Background: an optimization exercise with open tools, aiming at a short achievable clock period and few clock cycles. Do not read the settings as production practice.
RTL that was checked went through simulation tests only; none was proved equivalent to the original.
The flow treats the clock pin as an ideal source, which a real chip does not have.
No activity file was given, so power comes from the tool's default toggle rates.

nickel:
## MIPS_DLX
module MIPS_DLX(
	input         clock,
	input         reset,
	input         enable,
	output [9:0]  imem_addr,
	input  [31:0] imem_data,
	output [9:0]  dmem_addr,
	output [31:0] dmem_wdata,
	output        dmem_we,
	input  [31:0] dmem_rdata
);
reg [9:0]  pc;
reg        e_we, e_load, e_store, e_br;
reg        e_mis_eq, e_mis_ne;            
reg        e_fold, e_fbeq, e_fpred;       
reg [9:0]  e_falt;                        
reg        e_fz;                          
reg        e_fa2, e_fb2;                  
reg [31:0] e_a2, e_b2;
reg [3:0]  e_fidx;
reg [1:0]  e_fctr;
reg        e_pred, e_bne;
reg [4:0]  e_dst;
reg [9:0]  e_pc1, e_tgt;                  
reg        e_fa, e_fb, e_fc;              
reg [31:0] e_a, e_b, e_c;                 
reg        e_sub, e_arith, e_and, e_or, e_xor, e_nor, e_slt, e_sltu;
reg        e_sll, e_sr, e_sra, e_big;
reg        e_ek_addi, e_ek_andi, e_ek_slt, e_ek_sltu, e_ek_ld, e_ezk;
reg        e_ek_sl;                       
reg [31:0] e_negimm;
reg [4:0]  x_lo, x_hi0, x_hi1;
reg        x_c;
reg [31:0] x_wdata;
reg        x_sfwd;                        
reg [31:0] m_res;
reg        m_we;
reg [4:0]  m_dst;
reg [31:1] f_one, f_b0;                   
reg [31:0] rf [1:31];
wire [31:0] R = dmem_rdata;
assign dmem_addr  = {x_c ? x_hi1 : x_hi0, x_lo};
assign dmem_wdata = x_sfwd ? m_res : x_wdata;
assign dmem_we    = e_store & enable;
wire [31:0] a = e_fa ? m_res : e_a;
wire [31:0] b = e_fb ? m_res : e_b;
  ...
For scale: roughly 10000 cells after synthesis, roughly 120 I/O pins, about 130000 um^2 of cells after synthesis.
clock: 10.0 ns
lec_check: 0
cap_margin: 20
core_margin: 2
core_utilization: 40
slew_margin: 20
standard.sh (not shown) runs the stock make flow with config.mk's settings and CLKGATE_MAP_FILE= SYNTH_SCRIPT=/design/flow/synth_recipe.tcl, a recipe that flattens the netlist after the stock synthesis.
==> flow/flow/run.sh <==
#!/bin/bash
# Layout: the standard ORFS flow (standard.sh, which runs the standard
# synthesis unchanged), with these settings changed:
#   - DONT_USE_CELLS: the platform's list plus the delay cells (clkdlybuf*,
#     dlygate*, dlymetal*), so that repair never puts them on data paths;
#   - SETUP_SLACK_MARGIN 5.6: repair_timing keeps working until paths are
#     about 4.4 ns long (the clock stays at the design's 10 ns);
#   - SLEW_MARGIN / CAP_MARGIN 50: repair_design aims further below the
#     library's slew and capacitance limits;
#   - POST_CTS_TCL: post_cts.tcl, one more repair pass at the end of CTS
#     that resizes, swaps pins and clones but adds no buffers.
# ORFS's own logs are under orfs/logs; make's output goes to standard.log.
set -euo pipefail
here="$PWD/flow"
DONT_USE="$(tr '\n' ' ' < "$here/dont_use.txt")"
bash standard.sh "DONT_USE_CELLS=$DONT_USE" SETUP_SLACK_MARGIN=5.6 \
	SLEW_MARGIN=50 CAP_MARGIN=50 POST_CTS_TCL="$here/post_cts.tcl" \
	finish > standard.log 2>&1
Other scripts of this flow, unchanged in this note and not shown: flow/flow/dont_use.txt, flow/flow/post_cts.tcl
Testbench counts of nickel, summed over its fixed seeds: cycles 26,110.
Input-level comparison between yarrow and nickel:
diff --git a/flow/design.v b/flow/design.v
--- a/flow/design.v
+++ b/flow/design.v
@@ -4,37 +4,45 @@
 	input         reset,
 	input         enable,
 	output [9:0]  imem_addr,
 	input  [31:0] imem_data,
 	output [9:0]  dmem_addr,
 	output [31:0] dmem_wdata,
 	output        dmem_we,
 	input  [31:0] dmem_rdata
 );
 reg [9:0]  pc;
-reg        e_we, e_load, e_store, e_br;
-reg        e_mis_eq, e_mis_ne;            
-reg        e_fold, e_fbeq, e_fpred;       
+reg        e_v;
+reg        e_we_r, e_load_r, e_store_r, e_br_r, e_mis_eq_r, e_mis_ne_r, e_ezk_r, e_fold_r;
+wire       e_we     = e_we_r & e_v;
+wire       e_load   = e_load_r & e_v;
+wire       e_store  = e_store_r & e_v;
+wire       e_br     = e_br_r & e_v;
+wire       e_mis_eq = e_mis_eq_r & e_v;
+wire       e_mis_ne = e_mis_ne_r & e_v;
+wire       e_ezk    = e_ezk_r & e_v;
+wire       e_fold   = e_fold_r & e_v;
+reg        e_fbeq, e_fpred;               
 reg [9:0]  e_falt;                        
 reg        e_fz;                          
 reg        e_fa2, e_fb2;                  
 reg [31:0] e_a2, e_b2;
 reg [3:0]  e_fidx;
 reg [1:0]  e_fctr;
 reg        e_pred, e_bne;
 reg [4:0]  e_dst;
 reg [9:0]  e_pc1, e_tgt;                  
 reg        e_fa, e_fb, e_fc;              
 reg [31:0] e_a, e_b, e_c;                 
 reg        e_sub, e_arith, e_and, e_or, e_xor, e_nor, e_slt, e_sltu;
 reg        e_sll, e_sr, e_sra, e_big;
-reg        e_ek_addi, e_ek_andi, e_ek_slt, e_ek_sltu, e_ek_ld, e_ezk;
+reg        e_ek_addi, e_ek_andi, e_ek_slt, e_ek_sltu, e_ek_ld;
 reg        e_ek_sl;                       
 reg [31:0] e_negimm;
 reg [4:0]  x_lo, x_hi0, x_hi1;
 reg        x_c;
 reg [31:0] x_wdata;
 reg        x_sfwd;                        
 reg [31:0] m_res;
 reg        m_we;
 reg [4:0]  m_dst;
 reg [31:1] f_one, f_b0;                   
@@ -207,38 +215,38 @@
 assign imem_addr = pc;
 always @(posedge clock) begin
 	if (reset)
 		pc <= 10'd0;
 	else if (enable)
 		pc <= mispredict_f ? e_falt : mispredict_b ? (e_pred ? e_pc1 : e_tgt) : f_next;
 end
 wire kill = mispredict | stall;       
 always @(posedge clock) begin
 	if (reset) begin
-		e_we <= 1'b0; e_load <= 1'b0; e_store <= 1'b0; e_br <= 1'b0;
-		e_mis_eq <= 1'b0; e_mis_ne <= 1'b0; e_ezk <= 1'b0; e_fold <= 1'b0;
+		e_v <= 1'b0;
 	end else if (enable) begin
-		e_fold   <= fold_b & ~kill;
-		e_ezk    <= we & ~kill & (is_addi | is_andi | f_slt | is_slti | f_sltu | is_lw);
-		e_we     <= we & ~kill;
-		e_load   <= is_lw & ~kill;
-		e_store  <= is_sw & ~kill;
-		e_br     <= is_br & ~kill;
-		e_mis_eq <= is_br & ~kill & (is_bne == pred);
-		e_mis_ne <= is_br & ~kill & (is_bne != pred);
+		e_v      <= ~kill;
 	end
 end
 always @(posedge clock) begin
 	if (enable) begin
 		e_dst    <= dst;
 		e_bne    <= is_bne;
 		e_pred   <= pred;
+		e_fold_r   <= fold_b;
+		e_ezk_r    <= we & (is_addi | is_andi | f_slt | is_slti | f_sltu | is_lw);
+		e_we_r     <= we;
+		e_load_r   <= is_lw;
+		e_store_r  <= is_sw;
+		e_br_r     <= is_br;
+		e_mis_eq_r <= is_br & (is_bne == pred);
+		e_mis_ne_r <= is_br & (is_bne != pred);
 		e_fbeq   <= fb_eq;
 		e_fz     <= fold_z;
 		e_fa2    <= g_fa;
 		e_fb2    <= g_fb;
 		e_a2     <= g_a;
 		e_b2     <= g_b;
 		e_fpred  <= fb_pred;
 		e_falt   <= fb_pred ? pc2 : fb_dst;
 		e_fidx   <= fb_i;
 		e_fctr   <= fb_c;
==> comparison <==
Routed wire length per instance grows slightly when moving from nickel to yarrow. In the tables for nickel and yarrow, met1 capacity usage during global routing reads lower with yarrow. | number of cells on the worst reg-to-reg path | higher: yarrow |. Going from nickel to yarrow, area after synthesis saw a decrease, number of nets in the synthesized netlist moved down, clock skew moved up. The utilization was comparable across nickel and yarrow. yarrow ended with more depth of the critical timing path with buffers and inverters included than nickel. Between nickel and yarrow, clock-buffer cell count is higher for yarrow, nickel comes in under that. Post-route standard cell area excluding fillers: yarrow vs nickel down 0.81%. Looking at number of vias per cell across nickel and yarrow, the one that comes out lower is nickel. The share of power burned in the clock network of yarrow falls short of that of nickel by 4.3 points. Total power in yarrow vs nickel: up 8.2%. Relative to nickel, the cell count of yarrow is lower by 178.
For yarrow, only the layout was checked, not whether the RTL still works.

separate check: timing with driven ports:
The flow's constraints put no driver on any port. The routed layouts listed below were extracted and timed again, unchanged, in two steps. Step 1 assumes that a clkbuf_16 drives the clock port and a buf_2 every other input. Step 2 moves the port delays by t, midway between the first and last clock arrival at a register: inputs arrive t later, outputs are due t later. That takes back most of the time a late clock gives input paths. a / b / c = ideal / step 1 / step 2; a / b = the first two.
| run | t (ns) | slack for setup (ns) | worst setup path at the end |
|---|---|---|---|
| nickel | 1.022 | 5.478 / 5.217 / 4.195 | input to register |
| yarrow | 1.014 | 4.966 / 4.676 / 3.661 | input to register |
After both steps setup and hold are still met in every run listed. For yarrow, which loses most, drivers alone change the setup slack by -0.290 ns; drivers and shift together by -1.305 ns.
